What follows belongs to an exercise in optimizing a design on an open flow for small area and a short achievable clock period; a production flow would make more cautious choices. RTL that was checked went through simulation tests only; none was proved equivalent to the original. Power figures rest on the tool's default switching activity, not on a simulated workload.

// lab4_2
module lab4_2(
  input [1:0] mode,
  input [2:0] n_gasoline_pumps,
  input [2:0] n_diesel_pumps,
  input [3:0] fuel_amount,
  input fuel_type,
  input CLK,
  input rst,
  output [0:5] pump_status,
  output is_gasoline_queue_not_full,
  output is_diesel_queue_not_full,
  output [3:0] n_cars_in_gasoline_queue,
  output [3:0] n_cars_in_diesel_queue,
  output [7:0] total_gasoline_needed,
  output [7:0] total_diesel_needed,
  output reg invalid_gasoline_car,
  output reg invalid_diesel_car,
  output reg invalid_setup_params
);
clock: 13.0 ns
lec_check: 0
cap_margin: 20
core_margin: 2
core_utilization: 40
slew_margin: 20
standard.sh (not shown) runs the stock make flow with config.mk's settings and CLKGATE_MAP_FILE= SYNTH_SCRIPT=/design/flow/synth_recipe.tcl, a recipe that flattens the netlist after the stock synthesis.
==> flow/flow/run.sh <==
#!/bin/bash
# Own layout flow: the standard flow, with two changes:
#  - synthesis maps with an area-oriented ABC script (flow/area.abc) instead
#    of ORFS's speed script; everything else in synthesis is the standard flow's
#    synth_recipe.tcl unchanged (same registers, names and cell types);
#  - the timing repair steps aim for a setup slack margin (SETUP_MARGIN below)
#    so that the critical paths get sized up after the area-oriented mapping.
# Each tool's full output goes to a log file in this folder.
set -euo pipefail
here=$(pwd)
SETUP_MARGIN=${SETUP_MARGIN:-8}
{
  echo "proc abc {args} {"
  echo "  set i [lsearch -exact \$args -script]"
  echo "  if {\$i >= 0} { set args [lreplace \$args [expr {\$i + 1}] [expr {\$i + 1}] $here/flow/area.abc] }"
  echo "  yosys abc {*}\$args"
  echo "}"
  cat synth_recipe.tcl
} > own_synth.tcl
bash standard.sh SYNTH_SCRIPT=$here/own_synth.tcl SETUP_SLACK_MARGIN=$SETUP_MARGIN finish > flow_make.log 2>&1
cp -r orfs/logs/*/*/base orfs_logs 2>/dev/null || true
==> flow/flow/area.abc <==
strash
ifraig
scorr
dc2
strash
&get -n
&dch -f
&nf -R 1000
&put
buffer -c
topo
stime -c
upsize -c
dnsize -c
The starting point passed the timing, design-rule and antenna checks.
Next try:
==> flow/run.sh (new file) <==
#!/bin/bash
# synth_recipe.tcl (not shown) runs the flow's synth.tcl, then flattens the netlist and writes it again
# the make line also repeats each setting of config.mk as NAME=value (left out here)
make -C /OpenROAD-flow-scripts/flow DESIGN_CONFIG=/design/flow/config.mk WORK_HOME=/design/flow/orfs CLKGATE_MAP_FILE= SYNTH_SCRIPT=/design/flow/synth_recipe.tcl finish
removed: flow/flow/run.sh
removed: flow/flow/area.abc
removed: flow/standard.sh
After rerunning: Synthesized cell count increases by 6.0%. Clock power hardly moves. Final area is higher by 5.3%. Routed wire length came out higher by 2.9%. Power falls by about 4%. Critical path depth drops by 1. Combinational power drops by about 7%.
No run of this note included a check of the RTL's function; only the layout flow was run.

The RTL this note starts from:
==> flow/design.v <==
`timescale 1ns / 1ps
module lab4_2(
  input [1:0] mode,
  input [2:0] n_gasoline_pumps,
  input [2:0] n_diesel_pumps,
  input [3:0] fuel_amount,
  input fuel_type,
  input CLK,
  input rst,
  output [0:5] pump_status,
  output is_gasoline_queue_not_full,
  output is_diesel_queue_not_full,
  output [3:0] n_cars_in_gasoline_queue,
  output [3:0] n_cars_in_diesel_queue,
  output [7:0] total_gasoline_needed,
  output [7:0] total_diesel_needed,
  output reg invalid_gasoline_car,
  output reg invalid_diesel_car,
  output reg invalid_setup_params
);
reg [5:0] gas;           
reg [5:0] dsl;           
reg g_none, d_none;      
reg [5:0] st;            
reg [2:0] rem [0:5];     
wire [3:0] cg, cd;       
wire [7:0] tg, td;       
integer j;
wire set_up = gas[0] | dsl[0];
wire [5:0] inuse = gas | dsl;
assign n_cars_in_gasoline_queue = cg | {4{g_none}};
assign n_cars_in_diesel_queue   = cd | {4{d_none}};
assign total_gasoline_needed    = tg | {8{g_none}};
assign total_diesel_needed      = td | {8{d_none}};
assign is_gasoline_queue_not_full = ~g_none & ~cg[3];
assign is_diesel_queue_not_full   = ~d_none & ~cd[3];
genvar gj;
generate for (gj = 0; gj < 6; gj = gj + 1) begin : ps
  assign pump_status[gj] = st[gj];
end endgenerate
wire proc = ~mode[1];    
wire amt_ok = fuel_amount[3] ? (fuel_amount[2:0] == 3'd0) : (fuel_amount[2:0] != 3'd0);
wire [2:0] amt = fuel_amount[2:0];
wire vg0 = mode[0] & ~fuel_type & amt_ok & ~g_none;
wire vd0 = mode[0] &  fuel_type & amt_ok & ~d_none;
wire [5:0] busy = ~st & inuse;
wire [3:0] setup_sum = {1'b0, n_gasoline_pumps} + {1'b0, n_diesel_pumps};
wire valid_setup = (setup_sum != 4'd0) && (setup_sum <= 4'd6);
wire do_setup = mode[1] & valid_setup;
reg [5:0] gas_new, use_new;
always @* begin
  for (j = 0; j < 6; j = j + 1) begin
    gas_new[j] = (n_gasoline_pumps > j);
    use_new[j] = (setup_sum > j);
  end
end
wire [5:0] tq_g, tq_d, tn_g, tn_d;
wire [17:0] hg, hd;
wire acc_g, acc_d;
lab4_2_fuel fuel_g (
  .CLK(CLK), .proc(proc), .clear(do_setup), .take_m(st & gas),
  .busy_m(~st & gas), .v(vg0), .amount(fuel_amount),
  .tq(tq_g), .tn(tn_g), .h(hg), .acc(acc_g), .cnt(cg), .total(tg));
lab4_2_fuel fuel_d (
  .CLK(CLK), .proc(proc), .clear(do_setup), .take_m(st & dsl),
  .busy_m(~st & dsl), .v(vd0), .amount(fuel_amount),
  .tq(tq_d), .tn(tn_d), .h(hd), .acc(acc_d), .cnt(cd), .total(td));
always @(posedge CLK) begin
  if (rst) begin
    gas <= 0;
    dsl <= 0;
    g_none <= 1;
    d_none <= 1;
    invalid_gasoline_car <= 0;
    invalid_diesel_car <= 0;
    invalid_setup_params <= 0;
  end else if (mode[1]) begin
    invalid_gasoline_car <= 0;
    invalid_diesel_car <= 0;
    invalid_setup_params <= ~valid_setup;
    if (valid_setup) begin
      gas <= gas_new;
      dsl <= use_new & ~gas_new;
      g_none <= (n_gasoline_pumps == 3'd0);
      d_none <= (n_diesel_pumps == 3'd0);
    end
  end else begin
    if (set_up) begin
      if (!mode[0]) invalid_setup_params <= 0;
      invalid_gasoline_car <= mode[0] & ~fuel_type & ~acc_g;
      invalid_diesel_car   <= mode[0] &  fuel_type & ~acc_d;
    end else if (mode[0]) begin
      invalid_gasoline_car <= 0;
      invalid_diesel_car <= 0;
    end
  end
end
reg [5:0] st_run;
reg [2:0] rem_run [0:5];
always @* begin
  for (j = 0; j < 6; j = j + 1) begin
    if (busy[j]) begin
      st_run[j] = (rem[j] == 3'd1);
      rem_run[j] = rem[j] - {2'b0, proc};    
    end else begin
      st_run[j] = st[j] & ~(tq_g[j] | tq_d[j] | tn_g[j] | tn_d[j]);
      rem_run[j] = tq_g[j] ? hg[3*j +: 3] : tq_d[j] ? hd[3*j +: 3] : amt;
    end
  end
end
always @(posedge CLK) begin
  if (rst) st <= 6'd0;
  else if (proc) st <= st_run;
  else if (do_setup) st <= use_new;
  for (j = 0; j < 6; j = j + 1)
    rem[j] <= rem_run[j];      
end
endmodule
module lab4_2_fuel (
  input CLK,
  input proc,                
  input clear,               
  input [5:0] take_m,        
  input [5:0] busy_m,        
  input v,                   
  input [3:0] amount,
  output reg [5:0] tq,       
  output reg [5:0] tn,       
  output reg [17:0] h,       
  output acc,                
  output reg [3:0] cnt,
  output [7:0] total
);
reg [2:0] q [0:7];
reg [6:0] tot;           
assign total = {1'b0, tot};
integer j, k;
reg [5:0] t;
reg [2:0] l [0:5];
reg [6:0] seen;
always @* begin
  for (k = 0; k < 6; k = k + 1) begin
    t[k] = (cnt > k);
    l[k] = q[k];
  end
  seen[0] = 1'b0;
  for (j = 0; j < 6; j = j + 1) begin
    tq[j] = take_m[j] & t[0];
    h[3*j +: 3] = l[0];
    seen[j + 1] = seen[j] | (take_m[j] & ~t[0]);
    if (take_m[j]) begin
      t = {1'b0, t[5:1]};
      for (k = 0; k < 5; k = k + 1) l[k] = l[k + 1];
    end
  end
end
wire none_left = seen[6];    
always @* begin
  for (j = 0; j < 6; j = j + 1) tn[j] = take_m[j] & ~tq[j] & ~seen[j] & v;
end
function [6:0] cnt6(input [5:0] m);
  reg [3:0] a, b;
  integer x, y;
  begin
    a = {m[0] & m[1] & m[2],
         (m[0] & m[1] & ~m[2]) | (m[0] & ~m[1] & m[2]) | (~m[0] & m[1] & m[2]),
         (m[0] & ~m[1] & ~m[2]) | (~m[0] & m[1] & ~m[2]) | (~m[0] & ~m[1] & m[2]),
         ~m[0] & ~m[1] & ~m[2]};
    b = {m[3] & m[4] & m[5],
         (m[3] & m[4] & ~m[5]) | (m[3] & ~m[4] & m[5]) | (~m[3] & m[4] & m[5]),
         (m[3] & ~m[4] & ~m[5]) | (~m[3] & m[4] & ~m[5]) | (~m[3] & ~m[4] & m[5]),
         ~m[3] & ~m[4] & ~m[5]};
    cnt6 = 7'd0;
    for (x = 0; x < 4; x = x + 1)
      for (y = 0; y < 4; y = y + 1)
        cnt6[x + y] = cnt6[x + y] | (a[x] & b[y]);
  end
endfunction
wire [6:0] n_oh = cnt6(take_m);
wire [6:0] nb_oh = cnt6(busy_m);
wire [2:0] n = {2'b0, take_m[0]} + take_m[1] + take_m[2] + take_m[3] + take_m[4] + take_m[5];
wire full = cnt[3] & (take_m == 6'd0);
assign acc = v & ~full;
wire enq = acc & ~none_left;
wire [3:0] left = cnt - n;      
wire [3:0] left1 = left + 4'd1;
reg [2:0] a [0:7];
reg [2:0] b [0:7];
reg [2:0] c [0:7];
always @* begin
  for (k = 0; k < 8; k = k + 1) a[k] = (proc && n[0] && k < 7) ? q[k + 1] : q[k];
  for (k = 0; k < 8; k = k + 1) b[k] = (proc && n[1] && k < 6) ? a[k + 2] : a[k];
  for (k = 0; k < 8; k = k + 1) c[k] = (proc && n[2] && k < 4) ? b[k + 4] : b[k];
end
wire [2:0] nb = {2'b0, busy_m[0]} + busy_m[1] + busy_m[2] + busy_m[3] + busy_m[4] + busy_m[5];
wire [3:0] p = {1'b0, tot[2:0]} - {1'b0, nb};             
wire [4:0] sw = {p[3], p} + {2'b0, amount[2:0]};            
wire [3:0] thi = tot[6:3];
wire [3:0] thi_m1 = thi - 4'd1;
wire [3:0] thi_p1 = thi + 4'd1;
wire up_w = (sw[4:3] == 2'b01) | ((sw[4:3] == 2'b00) & amount[3]);
wire dn_w = (sw[4:3] == 2'b11) & ~amount[3];
wire [6:0] with_car = {up_w ? thi_p1 : dn_w ? thi_m1 : thi, sw[2:0]};
wire [6:0] base = {p[3] ? thi_m1 : thi, p[2:0]};
always @(posedge CLK)
  for (k = 0; k < 8; k = k + 1)
    q[k] <= (proc && (none_left || k >= left)) ? amount[2:0] : c[k];
always @(posedge CLK) begin
  if (proc) begin
    cnt <= enq ? (none_left ? 4'd1 : left1) : (none_left ? 4'd0 : left);
    tot <= acc ? with_car : base;
  end else if (clear) begin
    cnt <= 4'd0;
    tot <= 7'd0;
  end
end
endmodule
==> flow/config.mk <==
export PLATFORM = sky130hd
export DESIGN_NAME = lab4_2
export DESIGN_NICKNAME = lab4_2
export VERILOG_FILES = /design/flow/design.v
export SDC_FILE = /design/flow/constraint.sdc
export NUM_CORES = 4
export LEC_CHECK = 0
export CAP_MARGIN = 20
export CORE_MARGIN = 2
export CORE_UTILIZATION = 55
export CTS_BUF_LIST = sky130_fd_sc_hd__clkbuf_8 sky130_fd_sc_hd__clkbuf_16
export CTS_CLUSTER_DIAMETER = 40
export SLEW_MARGIN = 20
==> flow/constraint.sdc <==
create_clock -name core_clock -period 13.0 [get_ports {CLK}]
set_input_delay 2.6000 -clock core_clock [delete_from_list [all_inputs] [get_ports {CLK}]]
set_output_delay 2.6000 -clock core_clock [all_outputs]
set_load 0.01 [all_outputs]
==> flow/flow/run.sh <==
#!/bin/bash
# Own layout flow: the standard flow (standard.sh), with three changes:
#  - synthesis maps with an area-oriented ABC script (flow/area.abc) instead
#    of ORFS's speed script; everything else in synthesis is the standard flow's
#    synth_recipe.tcl unchanged (same registers, names and cell types);
#  - Yosys's full-adder extraction is left out (ADDER_MAP_FILE empty), so ABC
#    maps the adders along with the rest of the logic;
#  - ports are buffered with buf_2 cells, and timing repair may resize
#    cells across footprints (MATCH_CELL_FOOTPRINT 0);
#  - the timing repair steps aim for a setup slack margin (SETUP_MARGIN) so
#    that the critical paths get sized up after the area-oriented mapping.
# Each tool's full output goes to a log file in this folder.
set -euo pipefail
here=$(pwd)
SETUP_MARGIN=${SETUP_MARGIN:-8.5}
{
  echo "proc abc {args} {"
  echo "  set i [lsearch -exact \$args -script]"
  echo "  if {\$i >= 0} { set args [lreplace \$args [expr {\$i + 1}] [expr {\$i + 1}] $here/flow/area.abc] }"
  echo "  yosys abc {*}\$args"
  echo "}"
  cat synth_recipe.tcl
} > own_synth.tcl
bash standard.sh SYNTH_SCRIPT=$here/own_synth.tcl ADDER_MAP_FILE= SETUP_SLACK_MARGIN=$SETUP_MARGIN MATCH_CELL_FOOTPRINT=0 SKIP_CTS_REPAIR_TIMING=1 "BUFFER_PORTS_ARGS=-inputs -outputs -buffer_cell sky130_fd_sc_hd__buf_2" finish > flow_make.log 2>&1
==> flow/flow/area.abc <==
strash
ifraig
scorr
dc2
strash
&get -n
&dch -f
&nf -R 1000
&put
The first run passed the timing, design-rule and antenna checks.
Change:
--- a/flow/flow/run.sh
+++ b/flow/flow/run.sh
@@ -14,3 +14,3 @@
 here=$(pwd)
-SETUP_MARGIN=${SETUP_MARGIN:-8.5}
+SETUP_MARGIN=${SETUP_MARGIN:-8.2}
 {
@@ -23,2 +23,2 @@
 } > own_synth.tcl
-bash standard.sh SYNTH_SCRIPT=$here/own_synth.tcl ADDER_MAP_FILE= SETUP_SLACK_MARGIN=$SETUP_MARGIN MATCH_CELL_FOOTPRINT=0 SKIP_CTS_REPAIR_TIMING=1 "BUFFER_PORTS_ARGS=-inputs -outputs -buffer_cell sky130_fd_sc_hd__buf_2" finish > flow_make.log 2>&1
+bash standard.sh SYNTH_SCRIPT=$here/own_synth.tcl ADDER_MAP_FILE= SETUP_SLACK_MARGIN=$SETUP_MARGIN MATCH_CELL_FOOTPRINT=0 "BUFFER_PORTS_ARGS=-inputs -outputs -buffer_cell sky130_fd_sc_hd__buf_2" finish > flow_make.log 2>&1
Fmax came out lower by 5.7%; non-clock buffer count falls by 17; sequential power barely changes; total power drops by 1.6%; clock skew decreases by 0.0058 ns; wire length climbs by 0.51%; core utilization decreases by 1.7 points; final cell count went down by 1.3%; global-route usage increases by 0.63 points; worst hold slack loses 0.012 ns; clock power is lower by about 4%.
Change:
--- a/flow/flow/run.sh
+++ b/flow/flow/run.sh
@@ -14,3 +14,3 @@
 here=$(pwd)
-SETUP_MARGIN=${SETUP_MARGIN:-8.2}
+SETUP_MARGIN=${SETUP_MARGIN:-8.8}
 {
Outcome: Power came out higher by a few percent. Clock-buffer cell count stays the same. Core utilization climbs by 5.7 points. Final area climbs by a little under a tenth. Non-clock buffer count rises by 41. Die area stays the same. Global-route usage came out higher by 0.62 points. Sequential share of layout area falls by 2.1 points.

==> static timing again, ports no longer ideal <==
The results above use ideal ports. As a check the final layouts listed here were re-extracted and re-timed, cells and wires unchanged. Step 1 (the two cells are an assumption about what drives the block):
set clk [get_ports {CLK}]
set_driving_cell -lib_cell sky130_fd_sc_hd__clkbuf_16 $clk
set_driving_cell -lib_cell sky130_fd_sc_hd__buf_2 [delete_from_list [all_inputs] $clk]
Step 2 adds t to the input delays and takes it off the output delays; t is the mean of the earliest and latest rising clock arrival at the registers after step 1. Input paths then give back, and output paths get back, about the clock's delay inside the block. Slacks: ideal ports / drivers / drivers and shift; pairs: ideal ports / drivers.
| run | t, ns | setup WS [ns] | worst setup path after step 2 | latest minus earliest clock arrival (ns) | worst register clock-pin slew, ns |
|---|---|---|---|---|---|
| the first run of note 1 | 0.475 | 8.160 / 8.143 / 7.712 | input to register | 0.010 / 0.011 | 0.07 / 0.07 |
| the second run of note 1 | 0.464 | 7.515 / 7.536 / 7.072 | input to register | 0.011 / 0.011 | 0.06 / 0.06 |
| the first run of note 2 | 0.411 | 8.553 / 8.553 / 8.167 | input to register | 0.014 / 0.014 | 0.09 / 0.09 |
| the second run of note 2 | 0.411 | 8.283 / 8.307 / 7.896 | input to register | 0.008 / 0.009 | 0.08 / 0.08 |
| the third run of note 2 | 0.413 | 8.766 / 8.750 / 8.336 | input to register | 0.005 / 0.005 | 0.08 / 0.08 |
After both steps every run listed still meets setup and hold. For the first run of note 1, which loses most, drivers alone change the setup slack by -0.017 ns; drivers and shift together by -0.448 ns.
